Source: an optimization exercise on an open RTL-to-GDS flow (aim: small area and a short achievable clock period). Production flows keep margins and buffers that such runs may drop.
No run shown here included a check of the RTL's function; only the layout flow was run.
Power and IR drop assume default switching activity.

[design/flow/design.v]
`timescale 1ns/1ps
module fp_mult (
    input  logic        clk,
    input  logic        load,
    input  logic        first,
    input  logic        store,
    input  logic [31:0] a,
    input  logic [31:0] b,
    output logic [31:0] result
);
    logic        sgn;        
    logic [7:0]  exp_s;      
    logic        zero;       
    logic [22:0] man_a;
    logic [23:0] man_b;      
    always @(posedge clk) begin
        if (load) begin
            sgn   <= a[31] ^ b[31];
            exp_s <= a[30:23] + b[30:23] + 8'd129;
            zero  <= (a[30:0] == 31'd0) || (b[30:0] == 31'd0);
            man_a <= a[22:0];
            man_b <= {1'b1, b[22:0]};
        end
        else begin
            man_b <= man_b >> 5;
        end
    end
    logic [4:0] digit;
    assign digit = man_b[4:0];
    logic [25:0] acc_s, acc_c;
    logic        acc_e;
    logic [25:0] x;
    assign x = {1'b1, man_a, 2'b00};
    logic [25:0] ns, nc;
    logic        ne;
    fp_mult_step step (.x(x),
                       .d(digit),
                       .s(first ? 26'd0 : acc_s),
                       .c(first ? 26'd0 : acc_c),
                       .e(acc_e & ~first),
                       .ns(ns),
                       .nc(nc),
                       .ne(ne));
    always @(posedge clk) begin
        acc_s <= ns;
        acc_c <= nc;
        acc_e <= ne;
    end
    logic [7:0] e2;
    logic       s2, z2;
    always @(posedge clk) begin
        e2 <= exp_s;
        s2 <= sgn;
        z2 <= zero;
    end
    logic [25:0] p;
    assign p = acc_s + acc_c + {25'd0, acc_e};
    logic [7:0]  e3;
    logic [22:0] m3;
    logic        ovf, unf;
    assign e3  = p[24] ? e2 + 8'd1 : e2;
    assign m3  = p[24] ? p[23:1] : p[22:0];
    assign ovf = p[24] ? (e2 == 8'hFE) : (e2 == 8'hFF);
    assign unf = p[24] ? (e2 == 8'hFF) : (e2 == 8'h00);
    always @(posedge clk) begin
        if (store) begin
            if (z2)
                result <= 32'd0;
            else if (ovf)
                result <= {s2, 8'hFF, 23'd0};
            else if (unf)
                result <= {s2, 8'h00, 23'd0};
            else
                result <= {s2, e3, m3};
        end
    end
endmodule
module fp_mult_step (
    input  logic [25:0] x,
    input  logic [4:0]  d,
    input  logic [25:0] s,
    input  logic [25:0] c,
    input  logic        e,
    output logic [25:0] ns,
    output logic [25:0] nc,
    output logic        ne
);
    logic [25:0] pp0;
    assign pp0 = x & {26{d[0]}};
    logic [25:0] pp1;
    assign pp1 = x & {26{d[1]}};
    logic [25:0] pp2;
    assign pp2 = x & {26{d[2]}};
    logic [25:0] pp3;
    assign pp3 = x & {26{d[3]}};
    logic [25:0] pp4;
    assign pp4 = x & {26{d[4]}};
    logic hs1;
    logic hc2;
    logic fs3;
    logic fc4;
    logic fs5;
    logic fc6;
    logic fs7;
    logic fc8;
    logic fs9;
    logic fc10;
    logic fs11;
    logic fc12;
    logic fs13;
    logic fc14;
    logic fs15;
    logic fc16;
    logic fs17;
    logic fc18;
    logic fs19;
    logic fc20;
    logic fs21;
    logic fc22;
    logic fs23;
    logic fc24;
    logic fs25;
    logic fc26;
    logic fs27;
    logic fc28;
    logic fs29;
    logic fc30;
    logic fs31;
    logic fc32;
    logic fs33;
    logic fc34;
    logic fs35;
    logic fc36;
    logic fs37;
    logic fc38;
    logic fs39;
    logic fc40;
    logic hs41;
    logic hc42;
    logic fs43;
    logic fc44;
    logic hs45;
    logic hc46;
    logic fs47;
    logic fc48;
    logic fs49;
    logic fc50;
    logic fs51;
    logic fc52;
    logic fs53;
    logic fc54;
    logic fs55;
    logic fc56;
    logic fs57;
    logic fc58;
    logic fs59;
    logic fc60;
    logic fs61;
    logic fc62;
    logic fs63;
    logic fc64;
    logic fs65;
    logic fc66;
    logic fs67;
    logic fc68;
    logic fs69;
    logic fc70;
    logic fs71;
    logic fc72;
    logic fs73;
    logic fc74;
    logic fs75;
    logic fc76;
    logic fs77;
    logic fc78;
    logic fs79;
    logic fc80;
    logic fs81;
    logic fc82;
    logic fs83;
    logic fc84;
    logic fs85;
    logic fc86;
    logic fs87;
    logic fc88;
    logic fs89;
    logic fc90;
    logic fs91;
    logic fc92;
    logic fs93;
    logic fc94;
    logic fs95;
    logic fc96;
    logic fs97;
    logic fc98;
    logic fs99;
    logic fc100;
    logic fs101;
    logic fc102;
    logic fs103;
    logic fc104;
    logic fs105;
    logic fc106;
    logic fs107;
    logic fc108;
    logic fs109;
    logic fc110;
    logic fs111;
    logic fc112;
    logic fs113;
    logic fc114;
    logic fs115;
    logic fc116;
    logic fs117;
    logic fc118;
    logic fs119;
    logic fc120;
    logic fs121;
    logic fc122;
    logic fs123;
    logic fc124;
    logic fs125;
    logic fc126;
    logic fs127;
    logic fc128;
    logic hs129;
    logic hc130;
    logic hs131;
    logic hc132;
    logic hs133;
    logic hc134;
    logic fs135;
    logic fc136;
    logic fs137;
    logic fc138;
    logic fs139;
    logic fc140;
    logic fs141;
    logic fc142;
    logic fs143;
    logic fc144;
    logic fs145;
    logic fc146;
    logic fs147;
    logic fc148;
    logic fs149;
    logic fc150;
    logic fs151;
    logic fc152;
    logic fs153;
    logic fc154;
    logic fs155;
    logic fc156;
    logic fs157;
    logic fc158;
    logic fs159;
    logic fc160;
    logic fs161;
    logic fc162;
    logic fs163;
    logic fc164;
    logic fs165;
    logic fc166;
    logic fs167;
    logic fc168;
    logic fs169;
    logic fc170;
    logic fs171;
    logic fc172;
    logic fs173;
    logic fc174;
    logic fs175;
    logic fc176;
    logic fs177;
    logic fc178;
    logic fs179;
    logic fc180;
    logic fs181;
    logic fc182;
    logic hs183;
    logic hc184;
    logic hs185;
    logic hc186;
    logic hs187;
    logic hc188;
    logic fs189;
    logic fc190;
    logic fs191;
    logic fc192;
    logic fs193;
    logic fc194;
    logic fs195;
    logic fc196;
    logic fs197;
    logic fc198;
    logic fs199;
    logic fc200;
    logic fs201;
    logic fc202;
    logic fs203;
    logic fc204;
    logic fs205;
    logic fc206;
    logic fs207;
    logic fc208;
    logic fs209;
    logic fc210;
    logic fs211;
    logic fc212;
    logic fs213;
    logic fc214;
    logic fs215;
    logic fc216;
    logic fs217;
    logic fc218;
    logic fs219;
    logic fc220;
    logic fs221;
    logic fc222;
    logic fs223;
    logic fc224;
    logic fs225;
    logic fc226;
    logic fs227;
    logic fc228;
    logic fs229;
    logic fc230;
    logic fs231;
    logic fc232;
    logic fs233;
    logic fc234;
    logic fs235;
    logic fc236;
    logic fs237;
    logic fc238;
    logic fs239;
    logic fc240;
    logic fs241;
    logic fc242;
    logic hs243;
    logic hc244;
    logic hs245;
    logic hc246;
    logic fs247;
    logic fc248;
    logic fs249;
    logic fc250;
    logic fs251;
    logic fc252;
    logic fs253;
    logic fc254;
    assign hs1 = s[6] ^ c[6];
    assign hc2 = s[6] & c[6];
    assign fs3 = s[7] ^ c[7] ^ pp0[7];
    assign fc4 = (s[7] & c[7]) | (s[7] & pp0[7]) | (c[7] & pp0[7]);
    assign fs5 = s[8] ^ c[8] ^ pp0[8];
    assign fc6 = (s[8] & c[8]) | (s[8] & pp0[8]) | (c[8] & pp0[8]);
    assign fs7 = s[9] ^ c[9] ^ pp0[9];
    assign fc8 = (s[9] & c[9]) | (s[9] & pp0[9]) | (c[9] & pp0[9]);
    assign fs9 = s[10] ^ c[10] ^ pp0[10];
    assign fc10 = (s[10] & c[10]) | (s[10] & pp0[10]) | (c[10] & pp0[10]);
    assign fs11 = s[11] ^ c[11] ^ pp0[11];
    assign fc12 = (s[11] & c[11]) | (s[11] & pp0[11]) | (c[11] & pp0[11]);
    assign fs13 = s[12] ^ c[12] ^ pp0[12];
    assign fc14 = (s[12] & c[12]) | (s[12] & pp0[12]) | (c[12] & pp0[12]);
    assign fs15 = s[13] ^ c[13] ^ pp0[13];
    assign fc16 = (s[13] & c[13]) | (s[13] & pp0[13]) | (c[13] & pp0[13]);
    assign fs17 = s[14] ^ c[14] ^ pp0[14];
    assign fc18 = (s[14] & c[14]) | (s[14] & pp0[14]) | (c[14] & pp0[14]);
    assign fs19 = s[15] ^ c[15] ^ pp0[15];
    assign fc20 = (s[15] & c[15]) | (s[15] & pp0[15]) | (c[15] & pp0[15]);
    assign fs21 = s[16] ^ c[16] ^ pp0[16];
    assign fc22 = (s[16] & c[16]) | (s[16] & pp0[16]) | (c[16] & pp0[16]);
    assign fs23 = s[17] ^ c[17] ^ pp0[17];
    assign fc24 = (s[17] & c[17]) | (s[17] & pp0[17]) | (c[17] & pp0[17]);
    assign fs25 = s[18] ^ c[18] ^ pp0[18];
    assign fc26 = (s[18] & c[18]) | (s[18] & pp0[18]) | (c[18] & pp0[18]);
    assign fs27 = s[19] ^ c[19] ^ pp0[19];
    assign fc28 = (s[19] & c[19]) | (s[19] & pp0[19]) | (c[19] & pp0[19]);
    assign fs29 = s[20] ^ c[20] ^ pp0[20];
    assign fc30 = (s[20] & c[20]) | (s[20] & pp0[20]) | (c[20] & pp0[20]);
    assign fs31 = s[21] ^ c[21] ^ pp0[21];
    assign fc32 = (s[21] & c[21]) | (s[21] & pp0[21]) | (c[21] & pp0[21]);
    assign fs33 = s[22] ^ c[22] ^ pp0[22];
    assign fc34 = (s[22] & c[22]) | (s[22] & pp0[22]) | (c[22] & pp0[22]);
    assign fs35 = s[23] ^ c[23] ^ pp0[23];
    assign fc36 = (s[23] & c[23]) | (s[23] & pp0[23]) | (c[23] & pp0[23]);
    assign fs37 = s[24] ^ c[24] ^ pp0[24];
    assign fc38 = (s[24] & c[24]) | (s[24] & pp0[24]) | (c[24] & pp0[24]);
    assign fs39 = s[25] ^ c[25] ^ pp0[25];
    assign fc40 = (s[25] & c[25]) | (s[25] & pp0[25]) | (c[25] & pp0[25]);
    assign hs41 = s[4] ^ c[4];
    assign hc42 = s[4] & c[4];
    assign fs43 = s[5] ^ c[5] ^ pp0[5];
    assign fc44 = (s[5] & c[5]) | (s[5] & pp0[5]) | (c[5] & pp0[5]);
    assign hs45 = pp1[4] ^ pp2[3];
    assign hc46 = pp1[4] & pp2[3];
    assign fs47 = hs1 ^ pp0[6] ^ pp1[5];
    assign fc48 = (hs1 & pp0[6]) | (hs1 & pp1[5]) | (pp0[6] & pp1[5]);
    assign fs49 = pp2[4] ^ pp3[3] ^ pp4[2];
    assign fc50 = (pp2[4] & pp3[3]) | (pp2[4] & pp4[2]) | (pp3[3] & pp4[2]);
    assign fs51 = fs3 ^ pp1[6] ^ pp2[5];
    assign fc52 = (fs3 & pp1[6]) | (fs3 & pp2[5]) | (pp1[6] & pp2[5]);
    assign fs53 = pp3[4] ^ pp4[3] ^ hc2;
    assign fc54 = (pp3[4] & pp4[3]) | (pp3[4] & hc2) | (pp4[3] & hc2);
    assign fs55 = fs5 ^ pp1[7] ^ pp2[6];
    assign fc56 = (fs5 & pp1[7]) | (fs5 & pp2[6]) | (pp1[7] & pp2[6]);
    assign fs57 = pp3[5] ^ pp4[4] ^ fc4;
    assign fc58 = (pp3[5] & pp4[4]) | (pp3[5] & fc4) | (pp4[4] & fc4);
    assign fs59 = fs7 ^ pp1[8] ^ pp2[7];
    assign fc60 = (fs7 & pp1[8]) | (fs7 & pp2[7]) | (pp1[8] & pp2[7]);
    assign fs61 = pp3[6] ^ pp4[5] ^ fc6;
    assign fc62 = (pp3[6] & pp4[5]) | (pp3[6] & fc6) | (pp4[5] & fc6);
    assign fs63 = fs9 ^ pp1[9] ^ pp2[8];
    assign fc64 = (fs9 & pp1[9]) | (fs9 & pp2[8]) | (pp1[9] & pp2[8]);
    assign fs65 = pp3[7] ^ pp4[6] ^ fc8;
    assign fc66 = (pp3[7] & pp4[6]) | (pp3[7] & fc8) | (pp4[6] & fc8);
    assign fs67 = fs11 ^ pp1[10] ^ pp2[9];
    assign fc68 = (fs11 & pp1[10]) | (fs11 & pp2[9]) | (pp1[10] & pp2[9]);
    assign fs69 = pp3[8] ^ pp4[7] ^ fc10;
    assign fc70 = (pp3[8] & pp4[7]) | (pp3[8] & fc10) | (pp4[7] & fc10);
    assign fs71 = fs13 ^ pp1[11] ^ pp2[10];
    assign fc72 = (fs13 & pp1[11]) | (fs13 & pp2[10]) | (pp1[11] & pp2[10]);
    assign fs73 = pp3[9] ^ pp4[8] ^ fc12;
    assign fc74 = (pp3[9] & pp4[8]) | (pp3[9] & fc12) | (pp4[8] & fc12);
    assign fs75 = fs15 ^ pp1[12] ^ pp2[11];
    assign fc76 = (fs15 & pp1[12]) | (fs15 & pp2[11]) | (pp1[12] & pp2[11]);
    assign fs77 = pp3[10] ^ pp4[9] ^ fc14;
    assign fc78 = (pp3[10] & pp4[9]) | (pp3[10] & fc14) | (pp4[9] & fc14);
    assign fs79 = fs17 ^ pp1[13] ^ pp2[12];
    assign fc80 = (fs17 & pp1[13]) | (fs17 & pp2[12]) | (pp1[13] & pp2[12]);
    assign fs81 = pp3[11] ^ pp4[10] ^ fc16;
    assign fc82 = (pp3[11] & pp4[10]) | (pp3[11] & fc16) | (pp4[10] & fc16);
    assign fs83 = fs19 ^ pp1[14] ^ pp2[13];
    assign fc84 = (fs19 & pp1[14]) | (fs19 & pp2[13]) | (pp1[14] & pp2[13]);
    assign fs85 = pp3[12] ^ pp4[11] ^ fc18;
    assign fc86 = (pp3[12] & pp4[11]) | (pp3[12] & fc18) | (pp4[11] & fc18);
    assign fs87 = fs21 ^ pp1[15] ^ pp2[14];
    assign fc88 = (fs21 & pp1[15]) | (fs21 & pp2[14]) | (pp1[15] & pp2[14]);
    assign fs89 = pp3[13] ^ pp4[12] ^ fc20;
    assign fc90 = (pp3[13] & pp4[12]) | (pp3[13] & fc20) | (pp4[12] & fc20);
    assign fs91 = fs23 ^ pp1[16] ^ pp2[15];
    assign fc92 = (fs23 & pp1[16]) | (fs23 & pp2[15]) | (pp1[16] & pp2[15]);
    assign fs93 = pp3[14] ^ pp4[13] ^ fc22;
    assign fc94 = (pp3[14] & pp4[13]) | (pp3[14] & fc22) | (pp4[13] & fc22);
    assign fs95 = fs25 ^ pp1[17] ^ pp2[16];
    assign fc96 = (fs25 & pp1[17]) | (fs25 & pp2[16]) | (pp1[17] & pp2[16]);
    assign fs97 = pp3[15] ^ pp4[14] ^ fc24;
    assign fc98 = (pp3[15] & pp4[14]) | (pp3[15] & fc24) | (pp4[14] & fc24);
    assign fs99 = fs27 ^ pp1[18] ^ pp2[17];
    assign fc100 = (fs27 & pp1[18]) | (fs27 & pp2[17]) | (pp1[18] & pp2[17]);
    assign fs101 = pp3[16] ^ pp4[15] ^ fc26;
    assign fc102 = (pp3[16] & pp4[15]) | (pp3[16] & fc26) | (pp4[15] & fc26);
    assign fs103 = fs29 ^ pp1[19] ^ pp2[18];
    assign fc104 = (fs29 & pp1[19]) | (fs29 & pp2[18]) | (pp1[19] & pp2[18]);
    assign fs105 = pp3[17] ^ pp4[16] ^ fc28;
    assign fc106 = (pp3[17] & pp4[16]) | (pp3[17] & fc28) | (pp4[16] & fc28);
    assign fs107 = fs31 ^ pp1[20] ^ pp2[19];
    assign fc108 = (fs31 & pp1[20]) | (fs31 & pp2[19]) | (pp1[20] & pp2[19]);
    assign fs109 = pp3[18] ^ pp4[17] ^ fc30;
    assign fc110 = (pp3[18] & pp4[17]) | (pp3[18] & fc30) | (pp4[17] & fc30);
    assign fs111 = fs33 ^ pp1[21] ^ pp2[20];
    assign fc112 = (fs33 & pp1[21]) | (fs33 & pp2[20]) | (pp1[21] & pp2[20]);
    assign fs113 = pp3[19] ^ pp4[18] ^ fc32;
    assign fc114 = (pp3[19] & pp4[18]) | (pp3[19] & fc32) | (pp4[18] & fc32);
    assign fs115 = fs35 ^ pp1[22] ^ pp2[21];
    assign fc116 = (fs35 & pp1[22]) | (fs35 & pp2[21]) | (pp1[22] & pp2[21]);
    assign fs117 = pp3[20] ^ pp4[19] ^ fc34;
    assign fc118 = (pp3[20] & pp4[19]) | (pp3[20] & fc34) | (pp4[19] & fc34);
    assign fs119 = fs37 ^ pp1[23] ^ pp2[22];
    assign fc120 = (fs37 & pp1[23]) | (fs37 & pp2[22]) | (pp1[23] & pp2[22]);
    assign fs121 = pp3[21] ^ pp4[20] ^ fc36;
    assign fc122 = (pp3[21] & pp4[20]) | (pp3[21] & fc36) | (pp4[20] & fc36);
    assign fs123 = fs39 ^ pp1[24] ^ pp2[23];
    assign fc124 = (fs39 & pp1[24]) | (fs39 & pp2[23]) | (pp1[24] & pp2[23]);
    assign fs125 = pp3[22] ^ pp4[21] ^ fc38;
    assign fc126 = (pp3[22] & pp4[21]) | (pp3[22] & fc38) | (pp4[21] & fc38);
    assign fs127 = pp1[25] ^ pp2[24] ^ pp3[23];
    assign fc128 = (pp1[25] & pp2[24]) | (pp1[25] & pp3[23]) | (pp2[24] & pp3[23]);
    assign hs129 = pp4[22] ^ fc40;
    assign hc130 = pp4[22] & fc40;
    assign hs131 = pp2[25] ^ pp3[24];
    assign hc132 = pp2[25] & pp3[24];
    assign hs133 = s[3] ^ c[3];
    assign hc134 = s[3] & c[3];
    assign fs135 = hs41 ^ pp0[4] ^ pp1[3];
    assign fc136 = (hs41 & pp0[4]) | (hs41 & pp1[3]) | (pp0[4] & pp1[3]);
    assign fs137 = fs43 ^ hs45 ^ pp3[2];
    assign fc138 = (fs43 & hs45) | (fs43 & pp3[2]) | (hs45 & pp3[2]);
    assign fs139 = fs47 ^ fs49 ^ fc44;
    assign fc140 = (fs47 & fs49) | (fs47 & fc44) | (fs49 & fc44);
    assign fs141 = fs51 ^ fs53 ^ fc48;
    assign fc142 = (fs51 & fs53) | (fs51 & fc48) | (fs53 & fc48);
    assign fs143 = fs55 ^ fs57 ^ fc52;
    assign fc144 = (fs55 & fs57) | (fs55 & fc52) | (fs57 & fc52);
    assign fs145 = fs59 ^ fs61 ^ fc56;
    assign fc146 = (fs59 & fs61) | (fs59 & fc56) | (fs61 & fc56);
    assign fs147 = fs63 ^ fs65 ^ fc60;
    assign fc148 = (fs63 & fs65) | (fs63 & fc60) | (fs65 & fc60);
    assign fs149 = fs67 ^ fs69 ^ fc64;
    assign fc150 = (fs67 & fs69) | (fs67 & fc64) | (fs69 & fc64);
    assign fs151 = fs71 ^ fs73 ^ fc68;
    assign fc152 = (fs71 & fs73) | (fs71 & fc68) | (fs73 & fc68);
    assign fs153 = fs75 ^ fs77 ^ fc72;
    assign fc154 = (fs75 & fs77) | (fs75 & fc72) | (fs77 & fc72);
    assign fs155 = fs79 ^ fs81 ^ fc76;
    assign fc156 = (fs79 & fs81) | (fs79 & fc76) | (fs81 & fc76);
    assign fs157 = fs83 ^ fs85 ^ fc80;
    assign fc158 = (fs83 & fs85) | (fs83 & fc80) | (fs85 & fc80);
    assign fs159 = fs87 ^ fs89 ^ fc84;
    assign fc160 = (fs87 & fs89) | (fs87 & fc84) | (fs89 & fc84);
    assign fs161 = fs91 ^ fs93 ^ fc88;
    assign fc162 = (fs91 & fs93) | (fs91 & fc88) | (fs93 & fc88);
    assign fs163 = fs95 ^ fs97 ^ fc92;
    assign fc164 = (fs95 & fs97) | (fs95 & fc92) | (fs97 & fc92);
    assign fs165 = fs99 ^ fs101 ^ fc96;
    assign fc166 = (fs99 & fs101) | (fs99 & fc96) | (fs101 & fc96);
    assign fs167 = fs103 ^ fs105 ^ fc100;
    assign fc168 = (fs103 & fs105) | (fs103 & fc100) | (fs105 & fc100);
    assign fs169 = fs107 ^ fs109 ^ fc104;
    assign fc170 = (fs107 & fs109) | (fs107 & fc104) | (fs109 & fc104);
    assign fs171 = fs111 ^ fs113 ^ fc108;
    assign fc172 = (fs111 & fs113) | (fs111 & fc108) | (fs113 & fc108);
    assign fs173 = fs115 ^ fs117 ^ fc112;
    assign fc174 = (fs115 & fs117) | (fs115 & fc112) | (fs117 & fc112);
    assign fs175 = fs119 ^ fs121 ^ fc116;
    assign fc176 = (fs119 & fs121) | (fs119 & fc116) | (fs121 & fc116);
    assign fs177 = fs123 ^ fs125 ^ fc120;
    assign fc178 = (fs123 & fs125) | (fs123 & fc120) | (fs125 & fc120);
    assign fs179 = fs127 ^ hs129 ^ fc124;
    assign fc180 = (fs127 & hs129) | (fs127 & fc124) | (hs129 & fc124);
    assign fs181 = hs131 ^ pp4[23] ^ fc128;
    assign fc182 = (hs131 & pp4[23]) | (hs131 & fc128) | (pp4[23] & fc128);
    assign hs183 = pp3[25] ^ pp4[24];
    assign hc184 = pp3[25] & pp4[24];
    assign hs185 = s[0] ^ c[0];
    assign hc186 = s[0] & c[0];
    assign hs187 = s[1] ^ c[1];
    assign hc188 = s[1] & c[1];
    assign fs189 = s[2] ^ c[2] ^ pp0[2];
    assign fc190 = (s[2] & c[2]) | (s[2] & pp0[2]) | (c[2] & pp0[2]);
    assign fs191 = hs133 ^ pp0[3] ^ pp1[2];
    assign fc192 = (hs133 & pp0[3]) | (hs133 & pp1[2]) | (pp0[3] & pp1[2]);
    assign fs193 = fs135 ^ pp2[2] ^ hc134;
    assign fc194 = (fs135 & pp2[2]) | (fs135 & hc134) | (pp2[2] & hc134);
    assign fs195 = fs137 ^ hc42 ^ fc136;
    assign fc196 = (fs137 & hc42) | (fs137 & fc136) | (hc42 & fc136);
    assign fs197 = fs139 ^ hc46 ^ fc138;
    assign fc198 = (fs139 & hc46) | (fs139 & fc138) | (hc46 & fc138);
    assign fs199 = fs141 ^ fc50 ^ fc140;
    assign fc200 = (fs141 & fc50) | (fs141 & fc140) | (fc50 & fc140);
    assign fs201 = fs143 ^ fc54 ^ fc142;
    assign fc202 = (fs143 & fc54) | (fs143 & fc142) | (fc54 & fc142);
    assign fs203 = fs145 ^ fc58 ^ fc144;
    assign fc204 = (fs145 & fc58) | (fs145 & fc144) | (fc58 & fc144);
    assign fs205 = fs147 ^ fc62 ^ fc146;
    assign fc206 = (fs147 & fc62) | (fs147 & fc146) | (fc62 & fc146);
    assign fs207 = fs149 ^ fc66 ^ fc148;
    assign fc208 = (fs149 & fc66) | (fs149 & fc148) | (fc66 & fc148);
    assign fs209 = fs151 ^ fc70 ^ fc150;
    assign fc210 = (fs151 & fc70) | (fs151 & fc150) | (fc70 & fc150);
    assign fs211 = fs153 ^ fc74 ^ fc152;
    assign fc212 = (fs153 & fc74) | (fs153 & fc152) | (fc74 & fc152);
    assign fs213 = fs155 ^ fc78 ^ fc154;
    assign fc214 = (fs155 & fc78) | (fs155 & fc154) | (fc78 & fc154);
    assign fs215 = fs157 ^ fc82 ^ fc156;
    assign fc216 = (fs157 & fc82) | (fs157 & fc156) | (fc82 & fc156);
    assign fs217 = fs159 ^ fc86 ^ fc158;
    assign fc218 = (fs159 & fc86) | (fs159 & fc158) | (fc86 & fc158);
    assign fs219 = fs161 ^ fc90 ^ fc160;
    assign fc220 = (fs161 & fc90) | (fs161 & fc160) | (fc90 & fc160);
    assign fs221 = fs163 ^ fc94 ^ fc162;
    assign fc222 = (fs163 & fc94) | (fs163 & fc162) | (fc94 & fc162);
    assign fs223 = fs165 ^ fc98 ^ fc164;
    assign fc224 = (fs165 & fc98) | (fs165 & fc164) | (fc98 & fc164);
    assign fs225 = fs167 ^ fc102 ^ fc166;
    assign fc226 = (fs167 & fc102) | (fs167 & fc166) | (fc102 & fc166);
    assign fs227 = fs169 ^ fc106 ^ fc168;
    assign fc228 = (fs169 & fc106) | (fs169 & fc168) | (fc106 & fc168);
    assign fs229 = fs171 ^ fc110 ^ fc170;
    assign fc230 = (fs171 & fc110) | (fs171 & fc170) | (fc110 & fc170);
    assign fs231 = fs173 ^ fc114 ^ fc172;
    assign fc232 = (fs173 & fc114) | (fs173 & fc172) | (fc114 & fc172);
    assign fs233 = fs175 ^ fc118 ^ fc174;
    assign fc234 = (fs175 & fc118) | (fs175 & fc174) | (fc118 & fc174);
    assign fs235 = fs177 ^ fc122 ^ fc176;
    assign fc236 = (fs177 & fc122) | (fs177 & fc176) | (fc122 & fc176);
    assign fs237 = fs179 ^ fc126 ^ fc178;
    assign fc238 = (fs179 & fc126) | (fs179 & fc178) | (fc126 & fc178);
    assign fs239 = fs181 ^ hc130 ^ fc180;
    assign fc240 = (fs181 & hc130) | (fs181 & fc180) | (hc130 & fc180);
    assign fs241 = hs183 ^ hc132 ^ fc182;
    assign fc242 = (hs183 & hc132) | (hs183 & fc182) | (hc132 & fc182);
    assign hs243 = pp4[25] ^ hc184;
    assign hc244 = pp4[25] & hc184;
    assign hs245 = hs185 ^ e;
    assign hc246 = hs185 & e;
    assign fs247 = hs187 ^ hc186 ^ hc246;
    assign fc248 = (hs187 & hc186) | (hs187 & hc246) | (hc186 & hc246);
    assign fs249 = fs189 ^ hc188 ^ fc248;
    assign fc250 = (fs189 & hc188) | (fs189 & fc248) | (hc188 & fc248);
    assign fs251 = fs191 ^ fc190 ^ fc250;
    assign fc252 = (fs191 & fc190) | (fs191 & fc250) | (fc190 & fc250);
    assign fs253 = fs193 ^ fc192 ^ fc252;
    assign fc254 = (fs193 & fc192) | (fs193 & fc252) | (fc192 & fc252);
    assign ns[0] = fs195;
    assign nc[0] = fc194;
    assign ns[1] = fs197;
    assign nc[1] = fc196;
    assign ns[2] = fs199;
    assign nc[2] = fc198;
    assign ns[3] = fs201;
    assign nc[3] = fc200;
    assign ns[4] = fs203;
    assign nc[4] = fc202;
    assign ns[5] = fs205;
    assign nc[5] = fc204;
    assign ns[6] = fs207;
    assign nc[6] = fc206;
    assign ns[7] = fs209;
    assign nc[7] = fc208;
    assign ns[8] = fs211;
    assign nc[8] = fc210;
    assign ns[9] = fs213;
    assign nc[9] = fc212;
    assign ns[10] = fs215;
    assign nc[10] = fc214;
    assign ns[11] = fs217;
    assign nc[11] = fc216;
    assign ns[12] = fs219;
    assign nc[12] = fc218;
    assign ns[13] = fs221;
    assign nc[13] = fc220;
    assign ns[14] = fs223;
    assign nc[14] = fc222;
    assign ns[15] = fs225;
    assign nc[15] = fc224;
    assign ns[16] = fs227;
    assign nc[16] = fc226;
    assign ns[17] = fs229;
    assign nc[17] = fc228;
    assign ns[18] = fs231;
    assign nc[18] = fc230;
    assign ns[19] = fs233;
    assign nc[19] = fc232;
    assign ns[20] = fs235;
    assign nc[20] = fc234;
    assign ns[21] = fs237;
    assign nc[21] = fc236;
    assign ns[22] = fs239;
    assign nc[22] = fc238;
    assign ns[23] = fs241;
    assign nc[23] = fc240;
    assign ns[24] = hs243;
    assign nc[24] = fc242;
    assign ns[25] = hc244;
    assign nc[25] = 1'b0;
    assign ne = fc254;
endmodule
`timescale 1ns/1ps
module fp_add (
    input  logic        clk,
    input  logic        rst,
    input  logic        add,
    input  logic        update,
    input  logic        run,
    input  logic [31:0] b,
    output logic [31:0] sum
);
    logic [31:0] a;
    assign a = sum;
    logic za, zb;
    always @(posedge clk)
        za <= (a[30:0] == 31'd0);
    assign zb = (b[30:23] == 8'd0);
    logic [23:0] man_a, man_b;
    assign man_a = {~za, a[22:0]};
    assign man_b = {~zb, b[22:0]};
    logic [8:0] diff;
    logic [7:0] mag;
    assign diff = {1'b0, a[30:23]} - {1'b0, b[30:23]};
    assign mag  = diff[8] ? -diff[7:0] : diff[7:0];
    logic       swap;
    logic [4:0] shamt;
    always @(posedge clk) begin
        swap  <= diff[8];
        shamt <= (mag[7:5] != 3'd0) ? 5'd31 : mag[4:0];
    end
    logic        swap_r;
    logic [23:0] minor;
    always @(posedge clk) begin
        swap_r <= swap;
        minor  <= (swap ? man_a : man_b) >> shamt;
    end
    logic        larger;     
    logic        s_sgn;
    logic [7:0]  s_exp;
    logic [24:0] s_man;
    always @(posedge clk) begin
        if (add) begin
            s_sgn <= (za && zb) ? 1'b0 : (larger ? a[31] : b[31]);
            s_exp <= swap_r ? b[30:23] : a[30:23];
            s_man <= {1'b0, swap_r ? man_b : man_a} + {1'b0, minor};
        end
    end
    always @(posedge clk or negedge rst) begin
        if (!rst)
            larger <= 1'b0;
        else if (add && run)
            larger <= !diff[8] && (diff[7:0] != 8'd0 || a[22:0] > b[22:0]);
    end
    logic norm;
    assign norm = s_man[24] && !s_man[23] && (s_exp != 8'd0);
    always @(posedge clk or negedge rst) begin
        if (!rst)
            sum <= 32'd0;
        else if (update)
            sum <= {s_sgn, s_exp + {7'd0, norm}, norm ? s_man[23:1] : s_man[22:0]};
    end
endmodule
`timescale 1ns/1ps
module PE (
    input clk,
    input rst,
    input logic [31:0] PE_in_a,
    input logic [31:0] PE_in_b,
    output logic [31:0] PE_out_r
);
    logic [4:0] pm;      
    logic [5:0] pa;      
    logic       run;     
    always @(posedge clk or negedge rst) begin
        if (!rst) begin
            pm  <= 5'b00001;
            pa  <= 6'b000001;
            run <= 1'b0;
        end
        else begin
            pm <= {pm[3:0], pm[4]};
            pa <= {pa[4:0], pa[5]};
            if (pa[5])
                run <= 1'b1;
        end
    end
    logic [31:0] prod;
    fp_mult uut_1 (.clk(clk),
                   .load(pm[0]),
                   .first(pm[1]),
                   .store(pm[1] & ~pa[2]),
                   .a(PE_in_a),
                   .b(PE_in_b),
                   .result(prod));
    fp_add uut_2 (.clk(clk),
                  .rst(rst),
                  .add((pa[4] & ~pm[2]) | (pa[3] & pm[1])),
                  .update(pa[5] & run),
                  .run(run),
                  .b(prod),
                  .sum(PE_out_r));
endmodule
[design/flow/flow/run.sh]
#!/bin/bash
set -euo pipefail
bash standard.sh finish SETUP_SLACK_MARGIN=8.5 "BUFFER_PORTS_ARGS=-buffer_cell sky130_fd_sc_hd__buf_2" > flow.log 2>&1
[design/flow/standard.sh]
#!/bin/bash
# synth_recipe.tcl (not shown) runs the flow's synth.tcl, then flattens the netlist and writes it again
# the make line also repeats each setting of config.mk as NAME=value (left out here)
make -C /OpenROAD-flow-scripts/flow DESIGN_CONFIG=/design/flow/config.mk WORK_HOME=/design/flow/orfs CLKGATE_MAP_FILE= SYNTH_SCRIPT=/design/flow/synth_recipe.tcl "${@:-finish}"
[design/flow/config.mk]
export PLATFORM = sky130hd
export DESIGN_NAME = PE
export DESIGN_NICKNAME = PE
export VERILOG_FILES = /design/flow/design.v
export SDC_FILE = /design/flow/constraint.sdc
export NUM_CORES = 4
export LEC_CHECK = 0
export CAP_MARGIN = 20
export CORE_MARGIN = 2
export CORE_UTILIZATION = 40
export CTS_CLUSTER_DIAMETER = 80
export CTS_CLUSTER_SIZE = 24
export SLEW_MARGIN = 20
[design/flow/constraint.sdc]
create_clock -name core_clock -period 12.0 [get_ports {clk}]
set_input_delay 2.4000 -clock core_clock [delete_from_list [all_inputs] [get_ports {clk}]]
set_output_delay 2.4000 -clock core_clock [all_outputs]
set_load 0.01 [all_outputs]
==> results.cfg, run 1 <==
[status]
status = no timing/DRC/antenna violations

[finish]
antenna_cells = 0
nFillCells = 4054
fin_nets = 2141
area_growth_pct = 16.7
drive_above_1_share_pct = 19.4
register_area_mm2 = 0.00650
multi_input_area_mm2 = 0.0104

[yosys]
ys_seq_elements = 262
synth_cell_types = 74
syn_area_mm2 = 0.0176
syn-num-nets = 2020
synth_edf_count = 99
synth_warnings = 3
synth.avg_cell_area_um2 = 10.1
async_flop_share_pct = 17.2
synthCells = 1730
ys_dominant_reg_cell = dfxtp_1
ys_seq_area_share_pct = 36.8

[clock_network]
clock_path_buffers = 3
htreeDepth = 1
clk_latency_ps = 570
cts_tree = yes
clock-sinks = 262
clkTransAtPathRegs_ps = 90
numCtsBuffers = 24
holdBufCountCts = 0
root_buffer = clkbuf_16

[route]
remaining_drc_errors = 0
vias = 12600
first_pass_iters = 5
detail_route.wl_per_cell_um = 17.0
drt-total-wl_um = 41800
drt-vias-per-instance = 5.15
postRouteAntennaNets = 0
drtIter0Drc = 742

[placement]
place_hpwl_um = 31400
port_buffers = 97
gp_congestion = 0.873

[timing]
period_share_pct = 29.7
tns_ps = 0
max_slew_margin_pct = 25.5
period_needed_ps = 3560
rsz0062_at_grt = true
slew_violations = 0
setup_viol = 0
max_freq_mhz = 281
worst_pin_slew_ps = 1120
finalHoldViolCount = 0
fin_skew_ps = 23.9

[floorplanning]
die_w_um = 213
start_util_pct = 40.7
rows = 76
fp.dieH_um = 213
fp.coreArea_mm2 = 0.0432
die_area_mm2 = 0.0456
io_pins = 98

[power_and_ir_drop]
p_int_mw = 1.39
p_per_area_mw_per_mm2 = 90.4
swShare_pct = 24.9
p_clk_share_pct = 47.8
switchingPower_mw = 0.460
pwr-share-seq_pct = 49.7
pwr-share-comb_pct = 2.5
ir_drop_mv = 0.130
p_leak_nw = 9.14
total_power_mw = 1.85

[global_routing]
grt_overflow = 0
grt_pass1_wl_um = 67700
grt.total_usage_pct = 18.8
first_global_vias = 12800
grt_max_degree = 63
grt_antenna_before_repair = 0

[hold_path]
min_path_type = flip-flop to flip-flop

[critical_path]
worstPathMaxFanout = 2
worstPathRequired_ps = 12320
critPathLaunchType = primary input
endpoint_kind = flip-flop
critPathKind = primary input to flip-flop
arrival_ps = 3880

[job]
cap_violations = 0
power by group through the flow:
stage               combinational [mW]  sequential (mW)  clock (mW)
floorplan                       0.0192            0.940           0
global route                    0.0528            0.920       0.942
global placement                0.0407            0.940           0
finish                          0.0472            0.920       0.884
CTS                             0.0453            0.920       0.910
detailed placement              0.0419            0.940           0
synthesized netlist by cell type (5+ instances only):
master / instances / area (um^2)
a21oi_1: 102 / 510
a211oi_1: 10 / 75.1
a31oi_1: 6 / 37.5
nor4_1: 24 / 150
fa_1: 116 / 2320
a21o_1: 25 / 188
ha_1: 108 / 1350
nand2_1: 136 / 510
nor2_1: 102 / 383
xor2_1: 23 / 201
nand4_1: 15 / 93.8
nand3_1: 38 / 190
o21a_1: 14 / 105
xnor2_1: 34 / 298
or2_2: 5 / 31.3
o31ai_1: 18 / 135
clkbuf_1: 51 / 191
edfxtp_1: 99 / 2970
mux2_2: 56 / 631
inv_1: 191 / 717
and2_1: 82 / 513
mux2i_1: 41 / 410
o21ai_1: 14 / 70.1
and3_1: 5 / 31.3
mux4_2: 16 / 360
nor3_1: 19 / 95.1
o22ai_1: 10 / 62.6
dfrtp_1: 43 / 1080
nand2b_1: 17 / 106
nor2b_1: 59 / 369
a22o_1: 7 / 61.3
a311oi_1: 5 / 43.8
o21bai_1: 9 / 67.6
or3_1: 6 / 37.5
o21ai_0: 41 / 205
dfxtp_1: 118 / 2360
buf_1: 8 / 30.0
flip-flops by register name, indices dropped and copies added, names as in the netlist, 23 cells and up:
name          count
uut_1.acc_c      25
uut_1.result     32
uut_2.s_man      25
uut_1.acc_s      26
uut_1.man_a      23
uut_2.minor      24
uut_2.sum        32
uut_1.man_b      24
through the flow:
stage | worst slack (ps) | utilization (%) | instance area, um^2 | std cells | hold WS (ps)
6_report | 8440 | 47.4 | 20500 | 2454 | 336
5_1_grt | 8410 | 47.4 | 20500 | 2454 | 345
4_1_cts | 8420 | 46.9 | 20200 | 2440 | 340
3_5_place_dp | 7750 | 43.3 | 18700 | 2356 | 329
3_3_place_gp | 7800 | 43.3 | 18700 | 2356 | 329
2_1_floorplan | 8000 | - | 17600 | 1730 | 323
per-layer routing:
layer	wire, um	GRT usage, %	share of wire (%)
met4	1060	4.33	2.5
met5	0	0	0
met1	19100	25.4	46
met2	19900	31.8	48
met3	1750	2.67	4.2
worst paths after layout:
path	startpoint	to	slack (ps)	cells past startpoint
max	PE_in_b[24]	uut_1.exp_s[7]	8440	10
min	uut_1.exp_s[0]	uut_1.e2[0]	340	0
max reg2reg	uut_2.swap_r	uut_2.s_man[22]	8630	12
min reg2reg	uut_1.exp_s[0]	uut_1.e2[0]	340	0
max in group asynchronous	rst	uut_2.sum[10]	9700	1
min in group asynchronous	rst	pa[3]	1840	1
layout make-up:
class                           count  share of cell area, %
Multi-Input combinational cell   1214                   50.7
Clock inverter                     18                   1.50
Timing Repair Buffer              157                   5.88
Clock buffer                       26                   3.07
Sequential cell                   262                   31.8
Tap cell                          585                   3.57
Inverter                          192                   3.52
cells in the final DEF (no fill, tap or decap), types with 14 or more instances in the layout:
cell,netlist,layout
nand2b_1,17,17
o21a_1,14,14
fa_1,116,113
a21o_1,25,25
ha_1,108,102
xor2_1,23,23
o31ai_1,18,17
and2_1,82,81
clkbuf_16,0,25
a21oi_1,102,97
mux2i_1,41,41
nand3_1,38,38
inv_1,191,187
nor4_1,24,24
dfrtp_2,0,29
nor2b_1,59,58
buf_4,1,54
dfxtp_1,118,116
nand4_1,15,15
nor3_1,19,18
nand2_1,136,136
dfrtp_1,43,14
edfxtp_1,99,99
nor2_1,102,100
buf_2,4,62
o21ai_0,41,40
mux4_2,16,16
buf_6,0,36
xnor2_1,34,33
mux2_2,56,56
kinds of logic (layout without fill, tap and decap cells):
family / count (synthesis) / in the layout / synth area share (%)
compound gates: 296 / 298 / 10.9
flops: 262 / 262 / 36.8
xor+xnor: 58 / 58 / 2.97
mux: 113 / 113 / 7.98
buf+inv: 256 / 393 / 5.52
simple gates: 517 / 517 / 14.7
fa+ha+maj: 228 / 228 / 21.2
what timing repair did:
action                                  CTS  global route
resized for setup                        83            28
pin swaps                                14            11
endpoints found under the setup margin   73           106
buffers inserted                         39            10
gates cloned                              1             3
worst max-delay path, cell delays in order:
cell and delay, ps:
buf_8 100, ha_4 240, ha_4 160, fa_2 370, a21oi_2 130, nor2_1 60, nor2_2 110, o21bai_1 80
a21oi_1 150, xnor2_1 90
==> run 2: changes to the inputs <==
==> design/flow/flow/run.sh (replaced) <==
#!/bin/bash
set -euo pipefail
bash standard.sh finish SETUP_SLACK_MARGIN=9 "BUFFER_PORTS_ARGS=-buffer_cell sky130_fd_sc_hd__buf_2" > flow.log 2>&1
--- a/design/flow/config.mk
+++ b/design/flow/config.mk
@@ -8,6 +8,4 @@
 export CAP_MARGIN = 20
 export CORE_MARGIN = 2
 export CORE_UTILIZATION = 40
-export CTS_CLUSTER_DIAMETER = 80
-export CTS_CLUSTER_SIZE = 24
 export SLEW_MARGIN = 20
==> results.cfg, run 2 <==
[yosys]
synth_cell_types = 74
ys_seq_area_share_pct = 36.8
syn_area_mm2 = 0.0176
async_flop_share_pct = 17.2
synth.avg_cell_area_um2 = 10.1
synthCells = 1730
synth_edf_count = 99
synth_common_cells = inv_1, nand2_1, dfxtp_1
yosysTopAreaCell = edfxtp_1
ys_dominant_reg_cell = dfxtp_1
yosysMostFrequentCell = inv_1
ys_top_cells_by_area = edfxtp_1, dfxtp_1, fa_1, ha_1, dfrtp_1
synth_warnings = 3
yosys.area.top_type_share_pct = 16.9
syn-num-nets = 2020
ys_seq_elements = 262

[floorplanning]
io_pins = 98
die_w_um = 213
fp.dieH_um = 213
die_area_mm2 = 0.0456
rows = 76
start_util_pct = 40.7
fp.coreArea_mm2 = 0.0432

[clock_network]
cts_tree = yes
clock_path_buffers = 3
clk_latency_ps = 590
clkTransAtPathRegs_ps = 60
clock-sinks = 262
root_buffer = clkbuf_16
numCtsBuffers = 31
htreeDepth = 1

[critical_path]
worstPathRequired_ps = 12340
endpoint_kind = flip-flop
arrival_ps = 3910
slowest_stage = fa_2
slowest_delay_ps = 360
critPathKind = primary input to flip-flop
worstPathMaxFanout = 2
critPathLaunchType = primary input
crit_chain = buf_8, ha_4, ha_4, fa_2, a21oi_2, nor2_1, nor2_1, o21bai_1, a21oi_1, xnor2_1

[finish]
layout_common_cells = inv_1, nand2_1, dfxtp_1, nor2_1, edfxtp_1
stdcell_count = 2543
layout.cells.most_common = inv_1
drive_above_1_share_pct = 32.3
utilization_pct = 52.6
fin_nets = 2223
area_growth_pct = 29.3
reg_top3 = uut_1.result: 32 flops, uut_2.sum: 32 flops, uut_1.acc_s: 26 flops
antenna_cells = 0

[timing]
whs_ps = 337
finalHoldViolCount = 0
rsz0062_at_grt = true
tns_ps = 0
slew_violations = 0
worst_pin_slew_ps = 1040
period_needed_ps = 3570
fin_skew_ps = 17.8
max_freq_mhz = 280
setup_viol = 0
max_slew_margin_pct = 30.3
period_share_pct = 29.7

[global_routing]
grt_overflow = 0
grt_pass1_wl_um = 72000
first_global_vias = 13700
grt_max_degree = 63
grt.total_usage_pct = 19.7
grt_antenna_before_repair = 0

[job]
cap_violations = 0

[placement]
numPlacedInstances = 2357
place_hpwl_um = 31100
port_buffers = 97
gp_congestion = 0.853

[hold_path]
min_path_type = flip-flop to flip-flop

[power_and_ir_drop]
p_leak_nw = 9.80
ir_drop_mv = 0.111
p_per_area_mw_per_mm2 = 89.7
total_power_mw = 2.04

[route]
first_pass_iters = 5
drtIter0Drc = 692
remaining_drc_errors = 0
drt-total-wl_um = 44200
drt-vias-per-instance = 5.20
postRouteAntennaNets = 0
vias = 13200
detail_route.wl_per_cell_um = 17.4

[status]
status = no timing/DRC/antenna violations
## run 2: cell counts after synthesis
No cell type changed its count.
## run 2: metal layers
layer	track usage (%)	wire (um)
met1	26.1	19400
met2	34.1	21900
met3	2.18	1590
met4	5.63	1320
met5	0	0
## run 2: worst max-delay path: cells and delay by family
kind,cells,cell delay [ps]
adder cells (fa/ha/maj),3,750
AO/OA/AOI/OAI,3,380
AND/OR/NAND/NOR,2,200
buffers and inverters,1,100
XOR/XNOR,1,90
## run 2: worst paths after layout
path | from | cells after the start | end | slack, ps
max in group asynchronous | rst | 2 | uut_2.sum[24] | 9620
hold reg to reg | uut_1.sgn | 0 | uut_1.s2 | 340
setup / recovery | PE_in_b[24] | 10 | uut_1.exp_s[7] | 8430
hold / removal | uut_1.sgn | 0 | uut_1.s2 | 340
min in group asynchronous | rst | 2 | uut_2.sum[5] | 1900
setup reg to reg | uut_1.acc_c[0] | 15 | uut_1.result[21] | 8670
## run 2: where the power goes
group / switching (mW) / internal, mW / total (mW)
sequential: 0 / 0.921 / 0.921
clock: 0.396 / 0.663 / 1.06
combinational: 0.0263 / 0.0290 / 0.0554
## run 2: final cells by class
| type | count | area (um^2) |
|---|---|---|
| Fill cell | 3853 | 20500 |
| Inverter | 192 | 723 |
| Sequential cell | 262 | 6510 |
| Multi-Input combinational cell | 1212 | 11400 |
| Clock buffer | 40 | 871 |
| Timing Repair Buffer | 234 | 2210 |
| Tap cell | 585 | 732 |
| Clock inverter | 18 | 285 |
## run 2: timing repair
| item | in CTS | in global routing |
|---|---|---|
| hold buffers | 0 | 0 |
| endpoints found under the setup margin | 128 | 127 |
| pin swaps | 121 | 78 |
| cloned | 10 | 0 |
| gates resized for setup | 252 | 92 |
| endpoints found under the hold margin | 0 | 0 |
| setup buffers | 93 | 24 |
## run 2: kinds of logic after synthesis
kind of cell               share of synthesized area (%)
and+or+nand+nor                                     14.7
AOI/OAI and AO/OA                                   10.9
DFF                                                 36.8
buffers and inverters                               5.52
adders and majority gates                           21.2
muxes                                               7.98
xor gates and xnor gates                            2.97
## run 2: stage by stage
step                setup WS, ps  instance area (um^2)
global route                8380                 22700
detailed placement          7760                 18900
global placement            7770                 18900
finish                      8430                 22700
CTS                         8410                 22100
floorplan                   8000                 18000
==> run 3: changes to the inputs <==
--- a/design/flow/design.v
+++ b/design/flow/design.v
@@ -53,26 +53,32 @@
         s2 <= sgn;
         z2 <= zero;
     end
+    logic [26:0] p2;
     logic [25:0] p;
-    assign p = acc_s + acc_c + {25'd0, acc_e};
-    logic [7:0]  e3;
-    logic [22:0] m3;
-    logic        ovf, unf;
-    assign e3  = p[24] ? e2 + 8'd1 : e2;
-    assign m3  = p[24] ? p[23:1] : p[22:0];
-    assign ovf = p[24] ? (e2 == 8'hFE) : (e2 == 8'hFF);
-    assign unf = p[24] ? (e2 == 8'hFF) : (e2 == 8'h00);
+    assign p2 = {acc_s, 1'b1} + {acc_c, acc_e};
+    assign p  = p2[26:1];
+    logic [31:0] r0, r1;
+    always @(*) begin
+        if (z2)
+            r0 = 32'd0;
+        else if (e2 == 8'hFF)
+            r0 = {s2, 8'hFF, 23'd0};
+        else if (e2 == 8'h00)
+            r0 = {s2, 8'h00, 23'd0};
+        else
+            r0 = {s2, e2, p[22:0]};
+        if (z2)
+            r1 = 32'd0;
+        else if (e2 == 8'hFE)
+            r1 = {s2, 8'hFF, 23'd0};
+        else if (e2 == 8'hFF)
+            r1 = {s2, 8'h00, 23'd0};
+        else
+            r1 = {s2, e2 + 8'd1, p[23:1]};
+    end
     always @(posedge clk) begin
-        if (store) begin
-            if (z2)
-                result <= 32'd0;
-            else if (ovf)
-                result <= {s2, 8'hFF, 23'd0};
-            else if (unf)
-                result <= {s2, 8'h00, 23'd0};
-            else
-                result <= {s2, e3, m3};
-        end
+        if (store)
+            result <= p[24] ? r1 : r0;
     end
 endmodule
 module fp_mult_step (
==> design/flow/flow/run.sh (replaced) <==
#!/bin/bash
set -euo pipefail
bash standard.sh finish SETUP_SLACK_MARGIN=8.5 "BUFFER_PORTS_ARGS=-buffer_cell sky130_fd_sc_hd__buf_2" > flow.log 2>&1
==> results.cfg, run 3 <==
[status]
status = no timing/DRC/antenna violations

[floorplanning]
fp.dieH_um = 215
start_util_pct = 40.4
die_w_um = 215
io_pins = 98
die_area_mm2 = 0.0461
rows = 77
fp.coreArea_mm2 = 0.0440

[job]
cap_violations = 0

[critical_path]
endpoint_kind = primary output
rr_endpoint = uut_2.s_man[23]
arrival_ps = 1250
worstPathMaxFanout = 7
path_buf_inv = 1
crit_cells = 1
critPathLaunchType = flip-flop
reg2reg_slack_ps = 8520
slowest_stage = dfrtp_2
timing.rr.start = uut_2.swap_r
path_delay_family = flip-flops
slowest_delay_ps = 500
crit_start = uut_2.sum[18]
reg2reg_depth = 13
crit_chain = buf_6
worstPathRequired_ps = 9600
critPathKind = flip-flop to primary output

[yosys]
synthCells = 1744
synth_cell_types = 84
ys_top_cells_by_area = edfxtp_1, dfxtp_1, fa_1, ha_1, dfrtp_1
synth_warnings = 3
synth.avg_cell_area_um2 = 10.2
synth_top_family_by_area = adder cells
synth.area.mux_share_pct = 8.25
synth_common_cells = inv_1, nand2_1, dfxtp_1
syn_area_mm2 = 0.0178
yosysTopAreaCell = edfxtp_1
synth_fa_ha_area_share_pct = 20.9
syn-num-nets = 2034
synthSimpleGateAreaFrac_pct = 14.7
ys_dominant_reg_cell = dfxtp_1
synth_compound_area_share_pct = 11.1
async_flop_share_pct = 17.2
ys_seq_elements = 262
yosys.area.top_type_share_pct = 16.7
synth_edf_count = 99
synth-xor-area-share_pct = 3.24
ys_seq_area_share_pct = 36.4
yosysMostFrequentCell = inv_1

[placement]
gp_congestion = 0.880
port_buffers = 97
place_hpwl_um = 32400

[power_and_ir_drop]
ir_drop_mv = 0.107
total_power_mw = 1.91
p_per_area_mw_per_mm2 = 93.1
p_leak_nw = 9.15

[timing]
max_slew_margin_pct = 23.8
finalHoldViolCount = 0
setup_viol = 0
worst_pin_slew_ps = 1140
slew_violations = 0
period_share_pct = 30.4
period_needed_ps = 3650
max_freq_mhz = 274
fin_skew_ps = 14.4
tns_ps = 0
rsz0062_at_grt = true

[global_routing]
grt.total_usage_pct = 19.1
grt_pass1_wl_um = 71400
grt_overflow = 0
grt_antenna_before_repair = 0
first_global_vias = 13500
grt_max_degree = 63

[route]
first_pass_iters = 7
detail_route.wl_per_cell_um = 17.5
drtIter0Drc = 760
drt-total-wl_um = 43400
vias = 12900
drt-vias-per-instance = 5.22
postRouteAntennaNets = 0
remaining_drc_errors = 0

[clock_network]
clk_latency_ps = 590
root_buffer = clkbuf_16
numCtsBuffers = 31
clock_path_buffers = 3
clock-sinks = 262
clkTransAtPathRegs_ps = 60
cts_tree = yes
htreeDepth = 1

[finish]
reg_top3 = uut_1.result: 32 flops, uut_2.sum: 32 flops, uut_1.acc_s: 26 flops
nFillCells = 4155
layout_common_cells = inv_1, nand2_1, dfxtp_1, fa_1, nor2_1
layout.cells.most_common = inv_1
area_growth_pct = 15.3
fin_nets = 2149
drive_above_1_share_pct = 19.0
antenna_cells = 0

[hold_path]
min_path_type = flip-flop to flip-flop
holdPathEnd = uut_1.e2[4]
hold_depth = 0
hp-start = uut_1.exp_s[4]
run 3: changes by cell type after synthesis, moves of 7 or more:
cell,change
a22o_1,-7
inv_1,-7
nand2_1,+13
nand4_1,+7
nor2_1,+9
o21ai_0,-7
o21ai_1,-8
o31ai_1,-12
run 3: what timing repair did:
item,in CTS,in global routing
cloned,0,0
setup buffers,35,5
hold buffers,0,0
pin swaps,9,4
resized for setup,72,7
setup endpoints to repair,40,63
run 3: layout make-up:
cell class / instances / area [um^2] / share of cell area [%]
clock buffer: 44 / 878 / 4.29
clock inverter: 14 / 139 / 0.678
inverter: 185 / 694 / 3.39
multi-input combinational: 1232 / 10500 / 51.1
sequential: 262 / 6500 / 31.7
tap: 592 / 741 / 3.61
timing repair buffer: 147 / 1070 / 5.25
run 3: power by group:
part	switching [mW]	internal, mW	leakage (nW)	total (mW)
sequential	0	0.922	2.48	0.922
combinational	0.0233	0.0231	6.17	0.0463
clock	0.386	0.553	0.500	0.939
run 3: routing by layer:
metal | up-vias | GRT usage [%] | wire length [um]
met1 | 6383 | 25.3 | 19600
met3 | 54 | 2.45 | 1680
met5 | - | 0 | 0
met2 | 263 | 33.5 | 21200
li1 | 6232 | - | -
met4 | 0 | 4.38 | 847
run 3: stage by stage:
step	std cells	cell area (um^2)	hold WS, ps	worst slack (ps)	util (%)
after floorplan	1744	17800	323	7980	-
after global placement	2378	18900	329	7790	42.9
after detailed placement	2378	18900	331	7760	42.9
after CTS	2471	20400	340	8340	46.4
after global routing	2476	20500	347	8330	46.5
final	2476	20500	340	8350	46.5
run 3: logic make-up after synthesis:
logic type / Yosys count
buf+inv: 250
flops: 262
xor+xnor: 65
compound gates: 296
mux: 116
simple gates: 527
fa+ha+maj: 228
run 3: how the worst max path moves through the flow:
stage	to	slack, ps
2_1_floorplan	uut_1.exp_s[7]	7980
3_3_place_gp	uut_1.exp_s[7]	7790
3_5_place_dp	uut_1.exp_s[7]	7760
4_1_cts	PE_out_r[18]	8340
5_1_grt	uut_2.s_man[23]	8330
6_report	PE_out_r[18]	8350

-- afterwards: timing with drivers on the ports --
How much do the figures lean on ideal ports? The routed layouts below were timed once more, with nothing changed but the port constraints. Step 1: set_driving_cell puts a clkbuf_16 on clk and a buf_2 on each other input, an assumption about the parent block. Step 2 moves the port delays by t, midway between the first and last clock arrival at a register: inputs arrive t later, outputs are due t later. That takes back most of the time a late clock gives input paths. Slacks: ideal / step 1 / step 2; pairs: ideal / step 1.
run	t (ns)	slack for setup (ns)	hold WS [ns]	worst setup path after step 2	pins driven straight from the clock port
run 1	0.607	8.440 / 8.416 / 7.846	0.336 / 0.336 / 0.336	input to register	1
run 2	0.637	8.431 / 8.395 / 7.811	0.337 / 0.337 / 0.337	input to register	1
run 3	0.641	8.355 / 8.298 / 7.839	0.340 / 0.340 / 0.340	input to register	1
After both steps every run listed still meets setup and hold. For run 2, which loses most, drivers alone change the setup slack by -0.036 ns; drivers and shift together by -0.620 ns.
